Source: an optimization exercise on an open RTL-to-GDS flow (aim: small area and a short achievable clock period). Production flows keep margins and buffers that such runs may drop. In this exercise RTL edits were held to simulation tests only and were not proved equivalent to the original. Power and IR drop assume default switching activity.

==> flow/design.v, too long to show whole: its modules and the start of the top module <==
// module fpu_adder: 145 lines
// module pipelined_fpu_mul_eff: 98 lines
// module mant_mul24: 2388 lines
// module add48: 355 lines
// module complex_multiplier: 124 lines
module complex_multiplier
(
	input clk, rst,
	input in_valid,
	input [31:0] x_real, x_imag, y_real, y_imag,
	output out_valid,
	output [31:0] xy_real, xy_imag
);
  // ...
==> flow/flow/run.sh <==
#!/bin/bash
# Layout flow: the standard layout (standard.sh: unchanged synthesis and
# ORFS steps, the design's SDC and clock period) with two ORFS settings given
# to make on its command line:
#  - BUFFER_PORTS_ARGS: the buffers ORFS puts on the input and output ports at
#    global placement are sky130_fd_sc_hd__buf_4 rather than the buffer it
#    picks by default (sky130_fd_sc_hd__clkdlybuf4s50_1, a slow delay cell);
#  - SETUP_SLACK_MARGIN: ORFS's repair_timing steps (after CTS and after global
#    routing) aim for 15.65 ns of setup slack instead of 0, so they also size
#    and buffer the slowest register-to-register paths (the clock period and
#    constraints are unchanged).
# make's full output goes to standard.log here; each ORFS step keeps its own
# log under orfs/logs/.
set -euo pipefail
bash standard.sh \
  "BUFFER_PORTS_ARGS=-buffer_cell sky130_fd_sc_hd__buf_4" \
  "SETUP_SLACK_MARGIN=15.65" \
  finish > standard.log 2>&1
==> flow/standard.sh <==
#!/bin/bash
# synth_recipe.tcl (not shown) runs the flow's synth.tcl, then flattens the netlist and writes it again
# the make line also repeats each setting of config.mk as NAME=value (left out here)
make -C /OpenROAD-flow-scripts/flow DESIGN_CONFIG=/design/flow/config.mk WORK_HOME=/design/flow/orfs CLKGATE_MAP_FILE= SYNTH_SCRIPT=/design/flow/synth_recipe.tcl "${@:-finish}"
==> flow/config.mk <==
export PLATFORM = sky130hd
export DESIGN_NAME = complex_multiplier
export DESIGN_NICKNAME = complex_multiplier
export VERILOG_FILES = /design/flow/design.v
export SDC_FILE = /design/flow/constraint.sdc
export NUM_CORES = 8
export LEC_CHECK = 0
export ABC_AREA = 1
export CAP_MARGIN = 20
export CORE_MARGIN = 2
export CORE_UTILIZATION = 55
export CTS_CLUSTER_DIAMETER = 150
export CTS_CLUSTER_SIZE = 16
export SLEW_MARGIN = 20
==> flow/constraint.sdc <==
create_clock -name core_clock -period 21.0 [get_ports {clk}]
set_input_delay 4.2000 -clock core_clock [delete_from_list [all_inputs] [get_ports {clk}]]
set_output_delay 4.2000 -clock core_clock [all_outputs]
set_load 0.01 [all_outputs]
==> qor.txt, run 1 <==
Layout area overhead: 5.27%
switch share: 53.7%
Tapcells: 3185
Hold Path Depth: 0
CTS H-tree lvls: 3
chip height: 496 um
reg-to-reg startpoint: xi[18]$_DFF_P_
wire per inst: 26.4 um
Multi-In Gates: 12600
Setup crit end kind: output port
global-route wire length before repair: 767000 um
status: timing/DRC/antenna clean
Met2 Wirelength: 215000 um
TritonCTS clock tree: yes
Worst Path Arrival: 1270 ps
Layout Nets: 18800
P_seq: 5.63 mW
Post-synth EDFFs: 0
clkbuf count: 111
Metal-1 WL: 205000 um
Tcrit/Tclk final: 26.0%
initial antenna violation count: 27
worst hold start: mrr.inf_q2$_DFF_P_
Synth Area in Simple Gates: 15.8%
Slowest cell on crit path: dfxtp_2
Die Span X: 496 um
Worst Path Required: 16800 ps
Non-CTS buffers: 472
Synth Area per Inst: 7.74 um^2
Slew HR: 17.5%
Setup TNS Final: 0 ps
==> module pipelined_fpu_mul_eff, before the edit <==
module pipelined_fpu_mul_eff
(
	input clk,
	input [31:0] a, b,
	input a_h, b_h,			 
	input a_nan, a_inf, a_0,	 
	input b_nan, b_inf, b_0,
	input [4:0] a_lz, b_lz,		 
	input [12:0] b_one, b_two,
	output [31:0] s
);
	wire [7:0] ea = a[30:23];
	wire [7:0] eb = b[30:23];
	wire a_expo_is_00 = ~a_h;
	wire b_expo_is_00 = ~b_h;
	wire is_nan = a_nan | b_nan | (a_inf & b_0) | (b_inf & a_0);
	wire is_inf = a_inf | b_inf;
	wire nan_a = (a[21:0] > b[21:0]);
	wire [23:0] a_frac24 = {~a_expo_is_00, a[22:0]};
	wire [23:0] b_frac24 = {~b_expo_is_00, b[22:0]};
	wire [12:0] b_neg = {1'b0, b_frac24[23], b_frac24[21], b_frac24[19], b_frac24[17], b_frac24[15],
		b_frac24[13], b_frac24[11], b_frac24[9], b_frac24[7], b_frac24[5], b_frac24[3], b_frac24[1]};
	wire [47:0] ra, rb;
	mant_mul24 mm(.x(a_frac24), .one(b_one), .two(b_two), .neg(b_neg), .ra(ra), .rb(rb));
	wire [8:0] S = {1'b0, ea[7:1], ea[0] | a_expo_is_00} + {1'b0, eb[7:1], eb[0] | b_expo_is_00};
	wire [5:0] lzs = a_lz + b_lz;
	reg [47:0] ra_q, rb_q;
	reg [8:0] S_q;
	reg [5:0] lzs_q;
	reg sign_q, nan_q, inf_q, nan_a_q;
	always @(posedge clk) begin
		ra_q <= ~{is_nan ? a[21:0] : ra[47:26], ra[25:0]};
		rb_q <= ~{is_nan ? b[21:0] : rb[47:26], rb[25:0]};
		nan_a_q <= nan_a;
		S_q <= S;
		lzs_q <= lzs;
		sign_q <= a[31] ^ b[31];
		nan_q <= is_nan;
		inf_q <= is_inf;
	end
	wire [47:0] nz;
	add48 cpa(.a(ra_q), .b(rb_q), .s(nz));
	wire [47:0] z = ~nz;
	wire [9:0] rA = 10'd535 - lzs_q;
	wire [9:0] rB = 10'd663 - S_q;
	wire [9:0] rM = (rA > rB) ? rA : rB;
	wire [6:0] r = ~rM[9] ? 7'd0 : (rM[8:7] != 2'b00) ? 7'd127 : rM[6:0];
	wire [9:0] EmL = {1'b0, S_q} + 10'd385 - lzs_q;
	wire [8:0] Eb = (EmL < 10'd513) ? 9'd1 : EmL[8:0];
	wire L0 = (lzs_q == 6'd0);
	wire fA1 = L0 & (S_q == 9'd126);
	wire fA2 = L0 & (S_q < 9'd126);
	reg [47:0] z_q;
	reg [6:0] r_q;
	reg [8:0] Eb_q;
	reg fA1_q, fA2_q, sign_q2, nan_q2, inf_q2;
	always @(posedge clk) begin
		z_q <= {z[47:22], ~(nan_q ? (nan_a_q ? ra_q[47:26] : rb_q[47:26]) : nz[21:0])};
		r_q <= r;
		Eb_q <= Eb;
		fA1_q <= fA1;
		fA2_q <= fA2;
		sign_q2 <= sign_q;
		nan_q2 <= nan_q;
		inf_q2 <= inf_q;
	end
	wire [70:0] zz = {z_q, 23'h0} >> r_q;
	wire [47:0] y = zz[47:0];
	wire zA = fA1_q & z_q[47];
	wire [46:0] frac0 = zA ? z_q[47:1] : y[47] ? y[47:1] : y[46:0];
	wire frac_plus_1 = frac0[2] & (frac0[1] | frac0[0] | frac0[3]);
	wire [8:0] exp0 = zA ? 9'h0 : (y[47] | y[46]) ? Eb_q + y[47] : 9'h0;
	reg [23:0] fh_q;
	reg [8:0] e0_q;
	reg p1_q, sign_q3, nan_q3, inf_q3, ovfA_q3;
	always @(posedge clk) begin
		fh_q <= nan_q2 ? {2'b00, z_q[21:0]} : frac0[46:23];
		p1_q <= frac_plus_1 & ~nan_q2;
		e0_q <= exp0;
		sign_q3 <= sign_q2;
		nan_q3 <= nan_q2;
		inf_q3 <= inf_q2;
		ovfA_q3 <= fA2_q & z_q[47];
	end
	wire [24:0] frac_round = {1'b0, fh_q} + p1_q;
	wire [8:0] exp1 = frac_round[24] ? e0_q + 9'h1 : e0_q;
	wire overflow = (e0_q >= 9'h0ff) | (exp1 >= 9'h0ff) | ovfA_q3;
	reg [31:0] prod;
	always @(posedge clk) begin
		if (nan_q3)
			prod <= {1'b1, 8'hff, 1'b1, frac_round[21:0]};
		else if (overflow | inf_q3)
			prod <= {sign_q3, 8'hff, 23'h0};
		else
			prod <= {sign_q3, exp1[7:0], frac_round[22:0]};
	end
	assign s = prod;
endmodule
==> module add48, before the edit <==
module add48(input [47:0] a, input [47:0] b, output [47:0] s);   
wire ag0 = a[0] & b[0];
wire ap0 = a[0] ^ b[0];
wire ag1 = a[1] & b[1];
wire ap1 = a[1] ^ b[1];
wire ag2 = a[2] & b[2];
wire ap2 = a[2] ^ b[2];
wire ag3 = a[3] & b[3];
wire ap3 = a[3] ^ b[3];
wire ag4 = a[4] & b[4];
wire ap4 = a[4] ^ b[4];
wire ag5 = a[5] & b[5];
wire ap5 = a[5] ^ b[5];
wire ag6 = a[6] & b[6];
wire ap6 = a[6] ^ b[6];
wire ag7 = a[7] & b[7];
wire ap7 = a[7] ^ b[7];
wire ag8 = a[8] & b[8];
wire ap8 = a[8] ^ b[8];
wire ag9 = a[9] & b[9];
wire ap9 = a[9] ^ b[9];
wire ag10 = a[10] & b[10];
wire ap10 = a[10] ^ b[10];
wire ag11 = a[11] & b[11];
wire ap11 = a[11] ^ b[11];
wire ag12 = a[12] & b[12];
wire ap12 = a[12] ^ b[12];
wire ag13 = a[13] & b[13];
wire ap13 = a[13] ^ b[13];
wire ag14 = a[14] & b[14];
wire ap14 = a[14] ^ b[14];
wire ag15 = a[15] & b[15];
wire ap15 = a[15] ^ b[15];
wire ag16 = a[16] & b[16];
wire ap16 = a[16] ^ b[16];
wire ag17 = a[17] & b[17];
wire ap17 = a[17] ^ b[17];
wire ag18 = a[18] & b[18];
wire ap18 = a[18] ^ b[18];
wire ag19 = a[19] & b[19];
wire ap19 = a[19] ^ b[19];
wire ag20 = a[20] & b[20];
wire ap20 = a[20] ^ b[20];
wire ag21 = a[21] & b[21];
wire ap21 = a[21] ^ b[21];
wire ag22 = a[22] & b[22];
wire ap22 = a[22] ^ b[22];
wire ag23 = a[23] & b[23];
wire ap23 = a[23] ^ b[23];
wire ag24 = a[24] & b[24];
wire ap24 = a[24] ^ b[24];
wire ag25 = a[25] & b[25];
wire ap25 = a[25] ^ b[25];
wire ag26 = a[26] & b[26];
wire ap26 = a[26] ^ b[26];
wire ag27 = a[27] & b[27];
wire ap27 = a[27] ^ b[27];
wire ag28 = a[28] & b[28];
wire ap28 = a[28] ^ b[28];
wire ag29 = a[29] & b[29];
wire ap29 = a[29] ^ b[29];
wire ag30 = a[30] & b[30];
wire ap30 = a[30] ^ b[30];
wire ag31 = a[31] & b[31];
wire ap31 = a[31] ^ b[31];
wire ag32 = a[32] & b[32];
wire ap32 = a[32] ^ b[32];
wire ag33 = a[33] & b[33];
wire ap33 = a[33] ^ b[33];
wire ag34 = a[34] & b[34];
wire ap34 = a[34] ^ b[34];
wire ag35 = a[35] & b[35];
wire ap35 = a[35] ^ b[35];
wire ag36 = a[36] & b[36];
wire ap36 = a[36] ^ b[36];
wire ag37 = a[37] & b[37];
wire ap37 = a[37] ^ b[37];
wire ag38 = a[38] & b[38];
wire ap38 = a[38] ^ b[38];
wire ag39 = a[39] & b[39];
wire ap39 = a[39] ^ b[39];
wire ag40 = a[40] & b[40];
wire ap40 = a[40] ^ b[40];
wire ag41 = a[41] & b[41];
wire ap41 = a[41] ^ b[41];
wire ag42 = a[42] & b[42];
wire ap42 = a[42] ^ b[42];
wire ag43 = a[43] & b[43];
wire ap43 = a[43] ^ b[43];
wire ag44 = a[44] & b[44];
wire ap44 = a[44] ^ b[44];
wire ag45 = a[45] & b[45];
wire ap45 = a[45] ^ b[45];
wire ag46 = a[46] & b[46];
wire ap46 = a[46] ^ b[46];
wire ag47 = a[47] & b[47];
wire ap47 = a[47] ^ b[47];
wire aG1 = ag1 | (ap1 & ag0);
wire aP1 = ap1 & ap0;
wire aG2 = ag3 | (ap3 & ag2);
wire aP2 = ap3 & ap2;
wire aG3 = ag5 | (ap5 & ag4);
wire aP3 = ap5 & ap4;
wire aG4 = ag7 | (ap7 & ag6);
wire aP4 = ap7 & ap6;
wire aG5 = ag9 | (ap9 & ag8);
wire aP5 = ap9 & ap8;
wire aG6 = ag11 | (ap11 & ag10);
wire aP6 = ap11 & ap10;
wire aG7 = ag13 | (ap13 & ag12);
wire aP7 = ap13 & ap12;
wire aG8 = ag15 | (ap15 & ag14);
wire aP8 = ap15 & ap14;
wire aG9 = ag17 | (ap17 & ag16);
wire aP9 = ap17 & ap16;
wire aG10 = ag19 | (ap19 & ag18);
wire aP10 = ap19 & ap18;
wire aG11 = ag21 | (ap21 & ag20);
wire aP11 = ap21 & ap20;
wire aG12 = ag23 | (ap23 & ag22);
wire aP12 = ap23 & ap22;
wire aG13 = ag25 | (ap25 & ag24);
wire aP13 = ap25 & ap24;
wire aG14 = ag27 | (ap27 & ag26);
wire aP14 = ap27 & ap26;
wire aG15 = ag29 | (ap29 & ag28);
wire aP15 = ap29 & ap28;
wire aG16 = ag31 | (ap31 & ag30);
wire aP16 = ap31 & ap30;
wire aG17 = ag33 | (ap33 & ag32);
wire aP17 = ap33 & ap32;
wire aG18 = ag35 | (ap35 & ag34);
wire aP18 = ap35 & ap34;
wire aG19 = ag37 | (ap37 & ag36);
wire aP19 = ap37 & ap36;
wire aG20 = ag39 | (ap39 & ag38);
wire aP20 = ap39 & ap38;
wire aG21 = ag41 | (ap41 & ag40);
wire aP21 = ap41 & ap40;
wire aG22 = ag43 | (ap43 & ag42);
wire aP22 = ap43 & ap42;
wire aG23 = ag45 | (ap45 & ag44);
wire aP23 = ap45 & ap44;
wire aG24 = ag47 | (ap47 & ag46);
wire aP24 = ap47 & ap46;
wire aG25 = ag2 | (ap2 & aG1);
wire aP25 = ap2 & aP1;
wire aG26 = aG2 | (aP2 & aG1);
wire aP26 = aP2 & aP1;
wire aG27 = ag6 | (ap6 & aG3);
wire aP27 = ap6 & aP3;
wire aG28 = aG4 | (aP4 & aG3);
wire aP28 = aP4 & aP3;
wire aG29 = ag10 | (ap10 & aG5);
wire aP29 = ap10 & aP5;
wire aG30 = aG6 | (aP6 & aG5);
wire aP30 = aP6 & aP5;
wire aG31 = ag14 | (ap14 & aG7);
wire aP31 = ap14 & aP7;
wire aG32 = aG8 | (aP8 & aG7);
wire aP32 = aP8 & aP7;
wire aG33 = ag18 | (ap18 & aG9);
wire aP33 = ap18 & aP9;
wire aG34 = aG10 | (aP10 & aG9);
wire aP34 = aP10 & aP9;
wire aG35 = ag22 | (ap22 & aG11);
wire aP35 = ap22 & aP11;
wire aG36 = aG12 | (aP12 & aG11);
wire aP36 = aP12 & aP11;
wire aG37 = ag26 | (ap26 & aG13);
wire aP37 = ap26 & aP13;
wire aG38 = aG14 | (aP14 & aG13);
wire aP38 = aP14 & aP13;
wire aG39 = ag30 | (ap30 & aG15);
wire aP39 = ap30 & aP15;
wire aG40 = aG16 | (aP16 & aG15);
wire aP40 = aP16 & aP15;
wire aG41 = ag34 | (ap34 & aG17);
wire aP41 = ap34 & aP17;
wire aG42 = aG18 | (aP18 & aG17);
wire aP42 = aP18 & aP17;
wire aG43 = ag38 | (ap38 & aG19);
wire aP43 = ap38 & aP19;
wire aG44 = aG20 | (aP20 & aG19);
wire aP44 = aP20 & aP19;
wire aG45 = ag42 | (ap42 & aG21);
wire aP45 = ap42 & aP21;
wire aG46 = aG22 | (aP22 & aG21);
wire aP46 = aP22 & aP21;
wire aG47 = ag46 | (ap46 & aG23);
wire aP47 = ap46 & aP23;
wire aG48 = aG24 | (aP24 & aG23);
wire aP48 = aP24 & aP23;
wire aG49 = ag4 | (ap4 & aG26);
wire aP49 = ap4 & aP26;
wire aG50 = aG3 | (aP3 & aG26);
wire aP50 = aP3 & aP26;
wire aG51 = aG27 | (aP27 & aG26);
wire aP51 = aP27 & aP26;
wire aG52 = aG28 | (aP28 & aG26);
wire aP52 = aP28 & aP26;
wire aG53 = ag12 | (ap12 & aG30);
wire aP53 = ap12 & aP30;
wire aG54 = aG7 | (aP7 & aG30);
wire aP54 = aP7 & aP30;
wire aG55 = aG31 | (aP31 & aG30);
wire aP55 = aP31 & aP30;
wire aG56 = aG32 | (aP32 & aG30);
wire aP56 = aP32 & aP30;
wire aG57 = ag20 | (ap20 & aG34);
wire aP57 = ap20 & aP34;
wire aG58 = aG11 | (aP11 & aG34);
wire aP58 = aP11 & aP34;
wire aG59 = aG35 | (aP35 & aG34);
wire aP59 = aP35 & aP34;
wire aG60 = aG36 | (aP36 & aG34);
wire aP60 = aP36 & aP34;
wire aG61 = ag28 | (ap28 & aG38);
wire aP61 = ap28 & aP38;
wire aG62 = aG15 | (aP15 & aG38);
wire aP62 = aP15 & aP38;
wire aG63 = aG39 | (aP39 & aG38);
wire aP63 = aP39 & aP38;
wire aG64 = aG40 | (aP40 & aG38);
wire aP64 = aP40 & aP38;
wire aG65 = ag36 | (ap36 & aG42);
wire aP65 = ap36 & aP42;
wire aG66 = aG19 | (aP19 & aG42);
wire aP66 = aP19 & aP42;
wire aG67 = aG43 | (aP43 & aG42);
wire aP67 = aP43 & aP42;
wire aG68 = aG44 | (aP44 & aG42);
wire aP68 = aP44 & aP42;
wire aG69 = ag44 | (ap44 & aG46);
wire aP69 = ap44 & aP46;
wire aG70 = aG23 | (aP23 & aG46);
wire aP70 = aP23 & aP46;
wire aG71 = aG47 | (aP47 & aG46);
wire aP71 = aP47 & aP46;
wire aG72 = aG48 | (aP48 & aG46);
wire aP72 = aP48 & aP46;
wire aG73 = ag8 | (ap8 & aG52);
wire aP73 = ap8 & aP52;
wire aG74 = aG5 | (aP5 & aG52);
wire aP74 = aP5 & aP52;
wire aG75 = aG29 | (aP29 & aG52);
wire aP75 = aP29 & aP52;
wire aG76 = aG30 | (aP30 & aG52);
wire aP76 = aP30 & aP52;
wire aG77 = aG53 | (aP53 & aG52);
wire aP77 = aP53 & aP52;
wire aG78 = aG54 | (aP54 & aG52);
wire aP78 = aP54 & aP52;
wire aG79 = aG55 | (aP55 & aG52);
wire aP79 = aP55 & aP52;
wire aG80 = aG56 | (aP56 & aG52);
wire aP80 = aP56 & aP52;
wire aG81 = ag24 | (ap24 & aG60);
wire aP81 = ap24 & aP60;
wire aG82 = aG13 | (aP13 & aG60);
wire aP82 = aP13 & aP60;
wire aG83 = aG37 | (aP37 & aG60);
wire aP83 = aP37 & aP60;
wire aG84 = aG38 | (aP38 & aG60);
wire aP84 = aP38 & aP60;
wire aG85 = aG61 | (aP61 & aG60);
wire aP85 = aP61 & aP60;
wire aG86 = aG62 | (aP62 & aG60);
wire aP86 = aP62 & aP60;
wire aG87 = aG63 | (aP63 & aG60);
wire aP87 = aP63 & aP60;
wire aG88 = aG64 | (aP64 & aG60);
wire aP88 = aP64 & aP60;
wire aG89 = ag40 | (ap40 & aG68);
wire aP89 = ap40 & aP68;
wire aG90 = aG21 | (aP21 & aG68);
wire aP90 = aP21 & aP68;
wire aG91 = aG45 | (aP45 & aG68);
wire aP91 = aP45 & aP68;
wire aG92 = aG46 | (aP46 & aG68);
wire aP92 = aP46 & aP68;
wire aG93 = aG69 | (aP69 & aG68);
wire aP93 = aP69 & aP68;
wire aG94 = aG70 | (aP70 & aG68);
wire aP94 = aP70 & aP68;
wire aG95 = aG71 | (aP71 & aG68);
wire aP95 = aP71 & aP68;
wire aG96 = aG72 | (aP72 & aG68);
wire aP96 = aP72 & aP68;
wire aG97 = ag16 | (ap16 & aG80);
wire aP97 = ap16 & aP80;
wire aG98 = aG9 | (aP9 & aG80);
wire aP98 = aP9 & aP80;
wire aG99 = aG33 | (aP33 & aG80);
wire aP99 = aP33 & aP80;
wire aG100 = aG34 | (aP34 & aG80);
wire aP100 = aP34 & aP80;
wire aG101 = aG57 | (aP57 & aG80);
wire aP101 = aP57 & aP80;
wire aG102 = aG58 | (aP58 & aG80);
wire aP102 = aP58 & aP80;
wire aG103 = aG59 | (aP59 & aG80);
wire aP103 = aP59 & aP80;
wire aG104 = aG60 | (aP60 & aG80);
wire aP104 = aP60 & aP80;
wire aG105 = aG81 | (aP81 & aG80);
wire aP105 = aP81 & aP80;
wire aG106 = aG82 | (aP82 & aG80);
wire aP106 = aP82 & aP80;
wire aG107 = aG83 | (aP83 & aG80);
wire aP107 = aP83 & aP80;
wire aG108 = aG84 | (aP84 & aG80);
wire aP108 = aP84 & aP80;
wire aG109 = aG85 | (aP85 & aG80);
wire aP109 = aP85 & aP80;
wire aG110 = aG86 | (aP86 & aG80);
wire aP110 = aP86 & aP80;
wire aG111 = aG87 | (aP87 & aG80);
wire aP111 = aP87 & aP80;
wire aG112 = aG88 | (aP88 & aG80);
wire aP112 = aP88 & aP80;
wire aG113 = ag32 | (ap32 & aG112);
wire aP113 = ap32 & aP112;
wire aG114 = aG17 | (aP17 & aG112);
wire aP114 = aP17 & aP112;
wire aG115 = aG41 | (aP41 & aG112);
wire aP115 = aP41 & aP112;
wire aG116 = aG42 | (aP42 & aG112);
wire aP116 = aP42 & aP112;
wire aG117 = aG65 | (aP65 & aG112);
wire aP117 = aP65 & aP112;
wire aG118 = aG66 | (aP66 & aG112);
wire aP118 = aP66 & aP112;
wire aG119 = aG67 | (aP67 & aG112);
wire aP119 = aP67 & aP112;
wire aG120 = aG68 | (aP68 & aG112);
wire aP120 = aP68 & aP112;
wire aG121 = aG89 | (aP89 & aG112);
wire aP121 = aP89 & aP112;
wire aG122 = aG90 | (aP90 & aG112);
wire aP122 = aP90 & aP112;
wire aG123 = aG91 | (aP91 & aG112);
wire aP123 = aP91 & aP112;
wire aG124 = aG92 | (aP92 & aG112);
wire aP124 = aP92 & aP112;
wire aG125 = aG93 | (aP93 & aG112);
wire aP125 = aP93 & aP112;
wire aG126 = aG94 | (aP94 & aG112);
wire aP126 = aP94 & aP112;
wire aG127 = aG95 | (aP95 & aG112);
wire aP127 = aP95 & aP112;
wire aG128 = aG96 | (aP96 & aG112);
wire aP128 = aP96 & aP112;
assign s = {(ap47 ^ (aG127 | aP127)), (ap46 ^ (aG126 | aP126)), (ap45 ^ (aG125 | aP125)), (ap44 ^ (aG124 | aP124)), (ap43 ^ (aG123 | aP123)), (ap42 ^ (aG122 | aP122)), (ap41 ^ (aG121 | aP121)), (ap40 ^ (aG120 | aP120)), (ap39 ^ (aG119 | aP119)), (ap38 ^ (aG118 | aP118)), (ap37 ^ (aG117 | aP117)), (ap36 ^ (aG116 | aP116)), (ap35 ^ (aG115 | aP115)), (ap34 ^ (aG114 | aP114)), (ap33 ^ (aG113 | aP113)), (ap32 ^ (aG112 | aP112)), (ap31 ^ (aG111 | aP111)), (ap30 ^ (aG110 | aP110)), (ap29 ^ (aG109 | aP109)), (ap28 ^ (aG108 | aP108)), (ap27 ^ (aG107 | aP107)), (ap26 ^ (aG106 | aP106)), (ap25 ^ (aG105 | aP105)), (ap24 ^ (aG104 | aP104)), (ap23 ^ (aG103 | aP103)), (ap22 ^ (aG102 | aP102)), (ap21 ^ (aG101 | aP101)), (ap20 ^ (aG100 | aP100)), (ap19 ^ (aG99 | aP99)), (ap18 ^ (aG98 | aP98)), (ap17 ^ (aG97 | aP97)), (ap16 ^ (aG80 | aP80)), (ap15 ^ (aG79 | aP79)), (ap14 ^ (aG78 | aP78)), (ap13 ^ (aG77 | aP77)), (ap12 ^ (aG76 | aP76)), (ap11 ^ (aG75 | aP75)), (ap10 ^ (aG74 | aP74)), (ap9 ^ (aG73 | aP73)), (ap8 ^ (aG52 | aP52)), (ap7 ^ (aG51 | aP51)), (ap6 ^ (aG50 | aP50)), (ap5 ^ (aG49 | aP49)), (ap4 ^ (aG26 | aP26)), (ap3 ^ (aG25 | aP25)), (ap2 ^ (aG1 | aP1)), (ap1 ^ (ag0 | ap0)), ~ap0};
endmodule
==> module complex_multiplier, before the edit <==
module complex_multiplier
(
	input clk, rst,
	input in_valid,
	input [31:0] x_real, x_imag, y_real, y_imag,
	output out_valid,
	output [31:0] xy_real, xy_imag
);
	reg [8:0] valid_pipe;
	always @(posedge clk) begin
		if (rst)
			valid_pipe <= 9'b0;
		else
			valid_pipe <= {valid_pipe[7:0], in_valid};
	end
	assign out_valid = valid_pipe[8];
	reg [31:0] xr, xi, yr, yi;
	reg xr_h, xi_h, yr_h, yi_h;
	reg xr_nan, xi_nan, yr_nan, yi_nan;
	reg xr_inf, xi_inf, yr_inf, yi_inf;
	reg xr_0, xi_0, yr_0, yi_0;
	reg [4:0] xr_lz, xi_lz, yr_lz, yi_lz;
	reg [12:0] yr_one, yr_two, yi_one, yi_two;	 
	always @(posedge clk) begin
		xr <= x_real;
		xi <= x_imag;
		yr <= y_real;
		yi <= y_imag;
		xr_h <= |x_real[30:23];
		xi_h <= |x_imag[30:23];
		yr_h <= |y_real[30:23];
		yi_h <= |y_imag[30:23];
		yr_one <= booth_one({|y_real[30:23], y_real[22:0]});
		yr_two <= booth_two({|y_real[30:23], y_real[22:0]});
		yi_one <= booth_one({|y_imag[30:23], y_imag[22:0]});
		yi_two <= booth_two({|y_imag[30:23], y_imag[22:0]});
		{xr_nan, xr_inf, xr_0, xr_lz} <= classify(x_real);
		{xi_nan, xi_inf, xi_0, xi_lz} <= classify(x_imag);
		{yr_nan, yr_inf, yr_0, yr_lz} <= classify(y_real);
		{yi_nan, yi_inf, yi_0, yi_lz} <= classify(y_imag);
	end
	wire [31:0] rr, ri, ir, ii;
	pipelined_fpu_mul_eff mrr(.clk(clk),
		.a_nan(xr_nan), .a_inf(xr_inf), .a_0(xr_0), .a_lz(xr_lz),
		.b_nan(yr_nan), .b_inf(yr_inf), .b_0(yr_0), .b_lz(yr_lz),
		.a(xr), .a_h(xr_h), .b(yr), .b_h(yr_h), .b_one(yr_one), .b_two(yr_two), .s(rr));
	pipelined_fpu_mul_eff mri(.clk(clk),
		.a_nan(xr_nan), .a_inf(xr_inf), .a_0(xr_0), .a_lz(xr_lz),
		.b_nan(yi_nan), .b_inf(yi_inf), .b_0(yi_0), .b_lz(yi_lz),
		.a(xr), .a_h(xr_h), .b(yi), .b_h(yi_h), .b_one(yi_one), .b_two(yi_two), .s(ri));
	pipelined_fpu_mul_eff mir(.clk(clk),
		.a_nan(xi_nan), .a_inf(xi_inf), .a_0(xi_0), .a_lz(xi_lz),
		.b_nan(yr_nan), .b_inf(yr_inf), .b_0(yr_0), .b_lz(yr_lz),
		.a(xi), .a_h(xi_h), .b(yr), .b_h(yr_h), .b_one(yr_one), .b_two(yr_two), .s(ir));
	pipelined_fpu_mul_eff mii(.clk(clk),
		.a_nan(xi_nan), .a_inf(xi_inf), .a_0(xi_0), .a_lz(xi_lz),
		.b_nan(yi_nan), .b_inf(yi_inf), .b_0(yi_0), .b_lz(yi_lz),
		.a(xi), .a_h(xi_h), .b(yi), .b_h(yi_h), .b_one(yi_one), .b_two(yi_two), .s(ii));
	fpu_adder realpart(.clk(clk), .a_d(rr), .b_d(ii), .sub(1'b1), .s(xy_real));
	fpu_adder imagpart(.clk(clk), .a_d(ri), .b_d(ir), .sub(1'b0), .s(xy_imag));
	function [7:0] classify;
		input [31:0] f;
		reg e00, eff, f00;
		begin
			e00 = ~|f[30:23];
			eff = &f[30:23];
			f00 = ~|f[22:0];
			classify = {eff & ~f00, eff & f00, e00 & f00, lzc24({~e00, f[22:0]})};
		end
	endfunction
	function [4:0] lzc24;
		input [23:0] v;
		reg [31:0] w;
		reg [15:0] z1;
		reg [15:0] c1;
		reg [7:0] z2;
		reg [15:0] c2;
		reg [3:0] z3;
		reg [11:0] c3;
		reg [1:0] z4;
		reg [7:0] c4;
		integer g;
		begin
			w = {v, 8'hff};
			for (g = 0; g < 16; g = g + 1) begin
				z1[g] = ~(w[2*g+1] | w[2*g]);
				c1[g] = ~w[2*g+1];
			end
			for (g = 0; g < 8; g = g + 1) begin
				z2[g] = z1[2*g+1] & z1[2*g];
				c2[2*g +: 2] = z1[2*g+1] ? {1'b1, c1[2*g]} : {1'b0, c1[2*g+1]};
			end
			for (g = 0; g < 4; g = g + 1) begin
				z3[g] = z2[2*g+1] & z2[2*g];
				c3[3*g +: 3] = z2[2*g+1] ? {1'b1, c2[2*(2*g) +: 2]} : {1'b0, c2[2*(2*g+1) +: 2]};
			end
			for (g = 0; g < 2; g = g + 1) begin
				z4[g] = z3[2*g+1] & z3[2*g];
				c4[4*g +: 4] = z3[2*g+1] ? {1'b1, c3[3*(2*g) +: 3]} : {1'b0, c3[3*(2*g+1) +: 3]};
			end
			lzc24 = z4[1] ? {1'b1, c4[3:0]} : {1'b0, c4[7:4]};
		end
	endfunction
	function [25:0] booth_digits;
		input [23:0] f;
		reg [26:0] m;
		integer i;
		begin
			m = {2'b00, f, 1'b0};
			for (i = 0; i < 13; i = i + 1) begin
				booth_digits[i] = m[2*i+1] ^ m[2*i];
				booth_digits[13+i] = (m[2*i+2] & ~m[2*i+1] & ~m[2*i]) | (~m[2*i+2] & m[2*i+1] & m[2*i]);
			end
		end
	endfunction
	function [12:0] booth_one;
		input [23:0] f;
		booth_one = booth_digits(f) >> 0;
	endfunction
	function [12:0] booth_two;
		input [23:0] f;
		booth_two = booth_digits(f) >> 13;
	endfunction
endmodule
==> inputs of run 2 (changes only) <==
--- a/flow/design.v
+++ b/flow/design.v
@@ -148,9 +148,6 @@
 	input clk,
 	input [31:0] a, b,
 	input a_h, b_h,			 
-	input a_nan, a_inf, a_0,	 
-	input b_nan, b_inf, b_0,
-	input [4:0] a_lz, b_lz,		 
 	input [12:0] b_one, b_two,
 	output [31:0] s
 );
@@ -158,9 +155,19 @@
 	wire [7:0] eb = b[30:23];
 	wire a_expo_is_00 = ~a_h;
 	wire b_expo_is_00 = ~b_h;
-	wire is_nan = a_nan | b_nan | (a_inf & b_0) | (b_inf & a_0);
-	wire is_inf = a_inf | b_inf;
-	wire nan_a = (a[21:0] > b[21:0]);
+	wire a_expo_is_ff = &ea;
+	wire b_expo_is_ff = &eb;
+	wire a_frac_is_00 = ~|a[22:0];
+	wire b_frac_is_00 = ~|b[22:0];
+	wire a_is_inf = a_expo_is_ff & a_frac_is_00;
+	wire a_is_nan = a_expo_is_ff & ~a_frac_is_00;
+	wire a_is_0 = a_expo_is_00 & a_frac_is_00;
+	wire b_is_inf = b_expo_is_ff & b_frac_is_00;
+	wire b_is_nan = b_expo_is_ff & ~b_frac_is_00;
+	wire b_is_0 = b_expo_is_00 & b_frac_is_00;
+	wire is_nan = a_is_nan | b_is_nan | (a_is_inf & b_is_0) | (b_is_inf & a_is_0);
+	wire is_inf = a_is_inf | b_is_inf;
+	wire [21:0] nan_frac = (a[21:0] > b[21:0]) ? a[21:0] : b[21:0];
 	wire [23:0] a_frac24 = {~a_expo_is_00, a[22:0]};
 	wire [23:0] b_frac24 = {~b_expo_is_00, b[22:0]};
 	wire [12:0] b_neg = {1'b0, b_frac24[23], b_frac24[21], b_frac24[19], b_frac24[17], b_frac24[15],
@@ -168,24 +175,22 @@
 	wire [47:0] ra, rb;
 	mant_mul24 mm(.x(a_frac24), .one(b_one), .two(b_two), .neg(b_neg), .ra(ra), .rb(rb));
 	wire [8:0] S = {1'b0, ea[7:1], ea[0] | a_expo_is_00} + {1'b0, eb[7:1], eb[0] | b_expo_is_00};
-	wire [5:0] lzs = a_lz + b_lz;
+	wire [5:0] lzs = lzc24(a_frac24) + lzc24(b_frac24);
 	reg [47:0] ra_q, rb_q;
 	reg [8:0] S_q;
 	reg [5:0] lzs_q;
-	reg sign_q, nan_q, inf_q, nan_a_q;
+	reg sign_q, nan_q, inf_q;
 	always @(posedge clk) begin
-		ra_q <= ~{is_nan ? a[21:0] : ra[47:26], ra[25:0]};
-		rb_q <= ~{is_nan ? b[21:0] : rb[47:26], rb[25:0]};
-		nan_a_q <= nan_a;
+		ra_q <= {ra[47:22], is_nan ? nan_frac : ra[21:0]};
+		rb_q <= {rb[47:22], is_nan ? 22'h0 : rb[21:0]};
 		S_q <= S;
 		lzs_q <= lzs;
 		sign_q <= a[31] ^ b[31];
 		nan_q <= is_nan;
 		inf_q <= is_inf;
 	end
-	wire [47:0] nz;
-	add48 cpa(.a(ra_q), .b(rb_q), .s(nz));
-	wire [47:0] z = ~nz;
+	wire [47:0] z;
+	add48 cpa(.a(ra_q), .b(rb_q), .s(z));
 	wire [9:0] rA = 10'd535 - lzs_q;
 	wire [9:0] rB = 10'd663 - S_q;
 	wire [9:0] rM = (rA > rB) ? rA : rB;
@@ -200,7 +205,7 @@
 	reg [8:0] Eb_q;
 	reg fA1_q, fA2_q, sign_q2, nan_q2, inf_q2;
 	always @(posedge clk) begin
-		z_q <= {z[47:22], ~(nan_q ? (nan_a_q ? ra_q[47:26] : rb_q[47:26]) : nz[21:0])};
+		z_q <= z;
 		r_q <= r;
 		Eb_q <= Eb;
 		fA1_q <= fA1;
@@ -240,6 +245,39 @@
 			prod <= {sign_q3, exp1[7:0], frac_round[22:0]};
 	end
 	assign s = prod;
+	function [4:0] lzc24;
+		input [23:0] v;
+		reg [31:0] w;
+		reg [15:0] z1;
+		reg [15:0] c1;
+		reg [7:0] z2;
+		reg [15:0] c2;
+		reg [3:0] z3;
+		reg [11:0] c3;
+		reg [1:0] z4;
+		reg [7:0] c4;
+		integer g;
+		begin
+			w = {v, 8'hff};
+			for (g = 0; g < 16; g = g + 1) begin
+				z1[g] = ~(w[2*g+1] | w[2*g]);
+				c1[g] = ~w[2*g+1];
+			end
+			for (g = 0; g < 8; g = g + 1) begin
+				z2[g] = z1[2*g+1] & z1[2*g];
+				c2[2*g +: 2] = z1[2*g+1] ? {1'b1, c1[2*g]} : {1'b0, c1[2*g+1]};
+			end
+			for (g = 0; g < 4; g = g + 1) begin
+				z3[g] = z2[2*g+1] & z2[2*g];
+				c3[3*g +: 3] = z2[2*g+1] ? {1'b1, c2[2*(2*g) +: 2]} : {1'b0, c2[2*(2*g+1) +: 2]};
+			end
+			for (g = 0; g < 2; g = g + 1) begin
+				z4[g] = z3[2*g+1] & z3[2*g];
+				c4[4*g +: 4] = z3[2*g+1] ? {1'b1, c3[3*(2*g) +: 3]} : {1'b0, c3[3*(2*g+1) +: 3]};
+			end
+			lzc24 = z4[1] ? {1'b1, c4[3:0]} : {1'b0, c4[7:4]};
+		end
+	endfunction
 endmodule
 module mant_mul24(input [23:0] x, input [12:0] one, input [12:0] two, input [12:0] neg, output [47:0] ra, output [47:0] rb);
 wire pp1;
@@ -2629,7 +2667,7 @@
 assign ra = {c1188, c1185, c1182, c1179, c1176, c1173, c1170, c1167, c1164, c1161, c1158, c1155, c1152, c1149, c1146, c1143, c1140, c1137, c1134, c1131, c1128, c1125, c1122, c1119, c1116, c1113, c1110, c1107, c1104, c1101, c1098, c1095, c1092, c1089, c1086, c1083, c1080, c1077, c1074, c1071, c1068, c1065, c1062, c1060, c1058, s1057, pp2, pp1};
 assign rb = {s1190, s1187, s1184, s1181, s1178, s1175, s1172, s1169, s1166, s1163, s1160, s1157, s1154, s1151, s1148, s1145, s1142, s1139, s1136, s1133, s1130, s1127, s1124, s1121, s1118, s1115, s1112, s1109, s1106, s1103, s1100, s1097, s1094, s1091, s1088, s1085, s1082, s1079, s1076, s1073, s1070, s1067, s1064, s1061, s1059, neg[1], 1'b0, neg[0]};
 endmodule
-module add48(input [47:0] a, input [47:0] b, output [47:0] s);   
+module add48(input [47:0] a, input [47:0] b, output [47:0] s);
 wire ag0 = a[0] & b[0];
 wire ap0 = a[0] ^ b[0];
 wire ag1 = a[1] & b[1];
@@ -2982,7 +3020,7 @@
 wire aP127 = aP95 & aP112;
 wire aG128 = aG96 | (aP96 & aG112);
 wire aP128 = aP96 & aP112;
-assign s = {(ap47 ^ (aG127 | aP127)), (ap46 ^ (aG126 | aP126)), (ap45 ^ (aG125 | aP125)), (ap44 ^ (aG124 | aP124)), (ap43 ^ (aG123 | aP123)), (ap42 ^ (aG122 | aP122)), (ap41 ^ (aG121 | aP121)), (ap40 ^ (aG120 | aP120)), (ap39 ^ (aG119 | aP119)), (ap38 ^ (aG118 | aP118)), (ap37 ^ (aG117 | aP117)), (ap36 ^ (aG116 | aP116)), (ap35 ^ (aG115 | aP115)), (ap34 ^ (aG114 | aP114)), (ap33 ^ (aG113 | aP113)), (ap32 ^ (aG112 | aP112)), (ap31 ^ (aG111 | aP111)), (ap30 ^ (aG110 | aP110)), (ap29 ^ (aG109 | aP109)), (ap28 ^ (aG108 | aP108)), (ap27 ^ (aG107 | aP107)), (ap26 ^ (aG106 | aP106)), (ap25 ^ (aG105 | aP105)), (ap24 ^ (aG104 | aP104)), (ap23 ^ (aG103 | aP103)), (ap22 ^ (aG102 | aP102)), (ap21 ^ (aG101 | aP101)), (ap20 ^ (aG100 | aP100)), (ap19 ^ (aG99 | aP99)), (ap18 ^ (aG98 | aP98)), (ap17 ^ (aG97 | aP97)), (ap16 ^ (aG80 | aP80)), (ap15 ^ (aG79 | aP79)), (ap14 ^ (aG78 | aP78)), (ap13 ^ (aG77 | aP77)), (ap12 ^ (aG76 | aP76)), (ap11 ^ (aG75 | aP75)), (ap10 ^ (aG74 | aP74)), (ap9 ^ (aG73 | aP73)), (ap8 ^ (aG52 | aP52)), (ap7 ^ (aG51 | aP51)), (ap6 ^ (aG50 | aP50)), (ap5 ^ (aG49 | aP49)), (ap4 ^ (aG26 | aP26)), (ap3 ^ (aG25 | aP25)), (ap2 ^ (aG1 | aP1)), (ap1 ^ (ag0 | ap0)), ~ap0};
+assign s = {(ap47 ^ aG127), (ap46 ^ aG126), (ap45 ^ aG125), (ap44 ^ aG124), (ap43 ^ aG123), (ap42 ^ aG122), (ap41 ^ aG121), (ap40 ^ aG120), (ap39 ^ aG119), (ap38 ^ aG118), (ap37 ^ aG117), (ap36 ^ aG116), (ap35 ^ aG115), (ap34 ^ aG114), (ap33 ^ aG113), (ap32 ^ aG112), (ap31 ^ aG111), (ap30 ^ aG110), (ap29 ^ aG109), (ap28 ^ aG108), (ap27 ^ aG107), (ap26 ^ aG106), (ap25 ^ aG105), (ap24 ^ aG104), (ap23 ^ aG103), (ap22 ^ aG102), (ap21 ^ aG101), (ap20 ^ aG100), (ap19 ^ aG99), (ap18 ^ aG98), (ap17 ^ aG97), (ap16 ^ aG80), (ap15 ^ aG79), (ap14 ^ aG78), (ap13 ^ aG77), (ap12 ^ aG76), (ap11 ^ aG75), (ap10 ^ aG74), (ap9 ^ aG73), (ap8 ^ aG52), (ap7 ^ aG51), (ap6 ^ aG50), (ap5 ^ aG49), (ap4 ^ aG26), (ap3 ^ aG25), (ap2 ^ aG1), (ap1 ^ ag0), ap0};
 endmodule
 module complex_multiplier
 (
@@ -3001,12 +3039,8 @@
 	end
 	assign out_valid = valid_pipe[8];
 	reg [31:0] xr, xi, yr, yi;
-	reg xr_h, xi_h, yr_h, yi_h;
-	reg xr_nan, xi_nan, yr_nan, yi_nan;
-	reg xr_inf, xi_inf, yr_inf, yi_inf;
-	reg xr_0, xi_0, yr_0, yi_0;
-	reg [4:0] xr_lz, xi_lz, yr_lz, yi_lz;
-	reg [12:0] yr_one, yr_two, yi_one, yi_two;	 
+	reg xr_h, xi_h, yr_h, yi_h;		 
+	reg [12:0] yr_one, yr_two, yi_one, yi_two;
 	always @(posedge clk) begin
 		xr <= x_real;
 		xi <= x_imag;
@@ -3016,83 +3050,24 @@
 		xi_h <= |x_imag[30:23];
 		yr_h <= |y_real[30:23];
 		yi_h <= |y_imag[30:23];
-		yr_one <= booth_one({|y_real[30:23], y_real[22:0]});
-		yr_two <= booth_two({|y_real[30:23], y_real[22:0]});
-		yi_one <= booth_one({|y_imag[30:23], y_imag[22:0]});
-		yi_two <= booth_two({|y_imag[30:23], y_imag[22:0]});
-		{xr_nan, xr_inf, xr_0, xr_lz} <= classify(x_real);
-		{xi_nan, xi_inf, xi_0, xi_lz} <= classify(x_imag);
-		{yr_nan, yr_inf, yr_0, yr_lz} <= classify(y_real);
-		{yi_nan, yi_inf, yi_0, yi_lz} <= classify(y_imag);
+		yr_one <= booth_one(y_real);
+		yr_two <= booth_two(y_real);
+		yi_one <= booth_one(y_imag);
+		yi_two <= booth_two(y_imag);
 	end
 	wire [31:0] rr, ri, ir, ii;
-	pipelined_fpu_mul_eff mrr(.clk(clk),
-		.a_nan(xr_nan), .a_inf(xr_inf), .a_0(xr_0), .a_lz(xr_lz),
-		.b_nan(yr_nan), .b_inf(yr_inf), .b_0(yr_0), .b_lz(yr_lz),
-		.a(xr), .a_h(xr_h), .b(yr), .b_h(yr_h), .b_one(yr_one), .b_two(yr_two), .s(rr));
-	pipelined_fpu_mul_eff mri(.clk(clk),
-		.a_nan(xr_nan), .a_inf(xr_inf), .a_0(xr_0), .a_lz(xr_lz),
-		.b_nan(yi_nan), .b_inf(yi_inf), .b_0(yi_0), .b_lz(yi_lz),
-		.a(xr), .a_h(xr_h), .b(yi), .b_h(yi_h), .b_one(yi_one), .b_two(yi_two), .s(ri));
-	pipelined_fpu_mul_eff mir(.clk(clk),
-		.a_nan(xi_nan), .a_inf(xi_inf), .a_0(xi_0), .a_lz(xi_lz),
-		.b_nan(yr_nan), .b_inf(yr_inf), .b_0(yr_0), .b_lz(yr_lz),
-		.a(xi), .a_h(xi_h), .b(yr), .b_h(yr_h), .b_one(yr_one), .b_two(yr_two), .s(ir));
-	pipelined_fpu_mul_eff mii(.clk(clk),
-		.a_nan(xi_nan), .a_inf(xi_inf), .a_0(xi_0), .a_lz(xi_lz),
-		.b_nan(yi_nan), .b_inf(yi_inf), .b_0(yi_0), .b_lz(yi_lz),
-		.a(xi), .a_h(xi_h), .b(yi), .b_h(yi_h), .b_one(yi_one), .b_two(yi_two), .s(ii));
+	pipelined_fpu_mul_eff mrr(.clk(clk), .a(xr), .a_h(xr_h), .b(yr), .b_h(yr_h), .b_one(yr_one), .b_two(yr_two), .s(rr));
+	pipelined_fpu_mul_eff mri(.clk(clk), .a(xr), .a_h(xr_h), .b(yi), .b_h(yi_h), .b_one(yi_one), .b_two(yi_two), .s(ri));
+	pipelined_fpu_mul_eff mir(.clk(clk), .a(xi), .a_h(xi_h), .b(yr), .b_h(yr_h), .b_one(yr_one), .b_two(yr_two), .s(ir));
+	pipelined_fpu_mul_eff mii(.clk(clk), .a(xi), .a_h(xi_h), .b(yi), .b_h(yi_h), .b_one(yi_one), .b_two(yi_two), .s(ii));
 	fpu_adder realpart(.clk(clk), .a_d(rr), .b_d(ii), .sub(1'b1), .s(xy_real));
 	fpu_adder imagpart(.clk(clk), .a_d(ri), .b_d(ir), .sub(1'b0), .s(xy_imag));
-	function [7:0] classify;
-		input [31:0] f;
-		reg e00, eff, f00;
-		begin
-			e00 = ~|f[30:23];
-			eff = &f[30:23];
-			f00 = ~|f[22:0];
-			classify = {eff & ~f00, eff & f00, e00 & f00, lzc24({~e00, f[22:0]})};
-		end
-	endfunction
-	function [4:0] lzc24;
-		input [23:0] v;
-		reg [31:0] w;
-		reg [15:0] z1;
-		reg [15:0] c1;
-		reg [7:0] z2;
-		reg [15:0] c2;
-		reg [3:0] z3;
-		reg [11:0] c3;
-		reg [1:0] z4;
-		reg [7:0] c4;
-		integer g;
-		begin
-			w = {v, 8'hff};
-			for (g = 0; g < 16; g = g + 1) begin
-				z1[g] = ~(w[2*g+1] | w[2*g]);
-				c1[g] = ~w[2*g+1];
-			end
-			for (g = 0; g < 8; g = g + 1) begin
-				z2[g] = z1[2*g+1] & z1[2*g];
-				c2[2*g +: 2] = z1[2*g+1] ? {1'b1, c1[2*g]} : {1'b0, c1[2*g+1]};
-			end
-			for (g = 0; g < 4; g = g + 1) begin
-				z3[g] = z2[2*g+1] & z2[2*g];
-				c3[3*g +: 3] = z2[2*g+1] ? {1'b1, c2[2*(2*g) +: 2]} : {1'b0, c2[2*(2*g+1) +: 2]};
-			end
-			for (g = 0; g < 2; g = g + 1) begin
-				z4[g] = z3[2*g+1] & z3[2*g];
-				c4[4*g +: 4] = z3[2*g+1] ? {1'b1, c3[3*(2*g) +: 3]} : {1'b0, c3[3*(2*g+1) +: 3]};
-			end
-			lzc24 = z4[1] ? {1'b1, c4[3:0]} : {1'b0, c4[7:4]};
-		end
-	endfunction
 	function [25:0] booth_digits;
-		input [23:0] f;
+		input [31:0] f;
 		reg [26:0] m;
 		integer i;
 		begin
-			m = {2'b00, f, 1'b0};
+			m = {2'b00, |f[30:23], f[22:0], 1'b0};
 			for (i = 0; i < 13; i = i + 1) begin
 				booth_digits[i] = m[2*i+1] ^ m[2*i];
 				booth_digits[13+i] = (m[2*i+2] & ~m[2*i+1] & ~m[2*i]) | (~m[2*i+2] & m[2*i+1] & m[2*i]);
@@ -3100,11 +3075,11 @@
 		end
 	endfunction
 	function [12:0] booth_one;
-		input [23:0] f;
+		input [31:0] f;
 		booth_one = booth_digits(f) >> 0;
 	endfunction
 	function [12:0] booth_two;
-		input [23:0] f;
+		input [31:0] f;
 		booth_two = booth_digits(f) >> 13;
 	endfunction
 endmodule
--- a/flow/config.mk
+++ b/flow/config.mk
@@ -9,6 +9,6 @@
 export CAP_MARGIN = 20
 export CORE_MARGIN = 2
 export CORE_UTILIZATION = 55
-export CTS_CLUSTER_DIAMETER = 150
-export CTS_CLUSTER_SIZE = 16
+export CTS_CLUSTER_DIAMETER = 200
+export CTS_CLUSTER_SIZE = 18
 export SLEW_MARGIN = 20
==> qor.txt, run 2 <==
status: timing/DRC/antenna clean
max-slew violations: 0
Max-Cap Viols: 0
TritonCTS Buffers: 95
TritonRoute pass-1 iters: 7
GPL Wtd Cong: 1.03
crit path cell chain: buf_6
syn_nets: 18900
DRT Wirelength: 487000 um
die area: 243000 um^2
most frequent cells in the layout: nand2_1 (2486), inv_1 (2125), xor2_1 (1572)
Max Freq: 185 MHz
share of the synthesized area in the top cell type: 23.5%
chip height: 493 um (-0.70%)
Post-DP HPWL: 355000 um
reg-to-reg startpoint: xi[17]$_DFF_P_
layout cell share with drive strength beyond 1: 5.54%
core box area: 238000 um^2
Layout Nets: 18400 (-1.8%)
Die Span X: 493 um (-0.70%)
most frequent cell after synthesis: nand2_1
critical path start-end classification: flip-flop to output port
Port Buffers: 195
worst path buffer plus inverter count: 1
root buffer cell: clkbuf_16
TritonCTS clock tree: yes
RSZ-0062 raised after global routing: yes
largest net degree at the start of global routing: 116
Hold Path Depth: 0 (unchanged)
final hold viol count: 0
PostCTS Resize Cnt: 100
Vias/cell: 6.04
CTS Hold Bufs: 0
Reg clk slew, reported paths: 90 ps
Async SR Flop Fraction: 0%
Syn Inst Count: 16900
HP Class: flip-flop to flip-flop
FP Rows: 179
initial DRC count: 14200
grt ovf: 0
Flop pwr share: 22.9%
min Tclk post-route: 5420 ps
initial core utilization: 55.3%
Cell Area, Placed: 135000 um^2
Comb pwr share: 69.2%
I/O pins: 196
flop2flop setup slack: 15750 ps
slowest stage delay, CP: 320 ps
CTS H-tree lvls: 3 (unchanged)
total number of vias: 119000
worst vdd ir: 0.189 mV
worst hold start: mri.nan_q$_DFF_P_
Slew @ Worst Pin: 1270 ps
synth cell count leaders: nand2_1 (2493), inv_1 (2172), xor2_1 (1575)
worst-skew pair later-pin latency: 810 ps
CP delay by family, top: flip-flops
switch share: 53.3% (-0.35 points)
Synth Flop Type: dfxtp_1
Slowest cell on crit path: dfxtp_2
DRC viols: 0
Setup crit end kind: output port
largest area contributor in the netlist: dfxtp_1
Startpoint Class: flip-flop
DRT antenna net count: 0
Worst Path Required: 16800 ps (about the same)
FF+latch count, synth: 1541
Clock Tree Buf Depth: 3
yosys synthesis warning count: 3
Pwr Density: 172 nW/um^2
initial antenna violation count: 36 (+33%)
total track usage: 39.1%
setup bufs post-CTS: 0
clock power share: 7.9%
switching power total: 12.6 mW
Slew HR: 14.7% (-2.8 points)
global-route wire length before repair: 718000 um (-6.4%)
mapped cell area: 131000 um^2
fillcell total: 22700
Setup TNS Final: 0 ps (unchanged)
register area share after synthesis: 23.5%
commonest non-fill, non-tap cell in the layout: nand2_1
Worst Path Arrival: 1220 ps (-50 ps)
Hold Path End: mri.nan_q2$_DFF_P_
Leakage: 64.0 nW
Synth cell types: 80
Post-synth EDFFs: 0 (unchanged)
Synth Area per Inst: 7.79 um^2 (+0.77%)
wire per inst: 24.7 um (-6.3%)
Tcrit/Tclk final: 25.8% (-0.24 points)
CTS sink count: 1541
crit path max fanout: 1
setup violators final: 0
Int Power: 11.1 mW
Synth area leaders: dfxtp_1 (23%), fa_1 (16%), xor2_1 (11%)
clock skew: 51.1 ps
Layout area overhead: 5.22% (about the same)
Final Cell Area: 138000 um^2
vias in the first global route: 111000
FF-to-FF path depth: 10
Reg-to-Reg End: mii.rb_q[19]$_SDFF_PN0_
==> run 2: power groups by stage <==
| stage | sequential, mW | clock (mW) | combinational [mW] |
|---|---|---|---|
| CTS | 5.37 | 1.92 | 16.1 |
| detailed placement | 5.42 | 0 | 16.0 |
| global route | 5.50 | 2.02 | 18.5 |
| global placement | 5.41 | 0 | 16.0 |
| finish | 5.42 | 1.88 | 16.4 |
| floorplan | 4.91 | 0 | 11.5 |
==> run 2: layout make-up <==
type | instances | area, um^2 | share of cell area, %
repair buffers | 476 | 3820 | 2.76
clock inverters | 7 | 141 | 0.102
multi-input cells | 12100 | 88300 | 63.9
flip-flops and latches | 1541 | 30900 | 22.4
diodes | 48 | 120 | 0.0869
clock buffers | 99 | 2410 | 1.75
inverters | 2265 | 8520 | 6.16
well taps | 3167 | 3960 | 2.87
==> run 2: worst max path at each step <==
stage | startpoint | to | slack, ps | depth (start not counted)
after floorplan | y_imag[24] | yi_two[11]$_DFF_P_ | 16190 | 3
after global placement | y_imag[24] | yi_two[11]$_DFF_P_ | 15010 | 5
after detailed placement | y_imag[24] | yi_two[11]$_DFF_P_ | 15050 | 4
after CTS | realpart.res[18]$_DFF_P_ | xy_real[18] | 15510 | 1
after global routing | realpart.res[29]$_SDFF_PP1_ | xy_real[29] | 15540 | 1
final | imagpart.res[3]$_DFF_P_ | xy_imag[3] | 15580 | 1
==> run 2: per-layer routing <==
layer | track usage [%] | wire length (um) | up-vias
met1 | 52.3 | 195000 | 55900
li1 | - | - | 54400
met3 | 10.3 | 56900 | 1450
met5 | 0 | 282 | -
met2 | 56.5 | 201000 | 6882
met4 | 23.6 | 33400 | 18
==> run 2: logic make-up (layout without fill, tap and decap cells) <==
kind of cell             count (synthesis)  after routing  share of synthesized area (%)
multiplexers                           121            121                          0.940
buffers and inverters                 3247           2847                           9.36
AO/OA/AOI/OAI                         3782           3782                           16.7
flip-flops                            1541           1541                           23.5
AND/OR/NAND/NOR                       4602           4602                           14.6
adder cells (fa/ha/maj)               1868           1868                           23.7
other                                    0             48                              0
XOR/XNOR                              1691           1691                           11.3
==> run 2: through the flow <==
step	instances	total power, mW	setup slack (ps)	hold slack [ps]	util (%)
floorplan	16900	16.4	16190	310	-
global placement	19500	21.4	15010	310	56.9
detailed placement	19500	21.4	15050	312	56.9
CTS	19600	23.4	15510	299	58.1
global route	19600	26.0	15540	319	58.1
finish	19700	23.7	15580	317	58.2

[port drivers added, routing unchanged]
The flow's constraints put no driver on any port. The routed layouts listed below were extracted and timed again, unchanged, in two steps.
Step 1, drivers: a clkbuf_16 drives clk and a buf_2 each remaining input, both assumed.
Step 2, shift: input delay + t, output delay - t, t = (earliest + latest rising clock arrival at the registers) / 2. This alone moves slack from input paths to output paths.
Three values: ideal ports, drivers, drivers and shift; two values: the first two.
run | shift t [ns] | slack for setup (ns) | clock arrival spread, ns | pins driven straight from the clock port
run 1 | 0.916 | 15.530 / 15.421 / 14.858 | 0.068 / 0.067 | 1
run 2 | 0.894 | 15.581 / 15.475 / 14.992 | 0.056 / 0.056 | 1
After both steps every run listed still meets setup and hold. The setup slack of run 1, which loses most, moves by -0.109 ns with the drivers and by -0.672 ns with both steps.
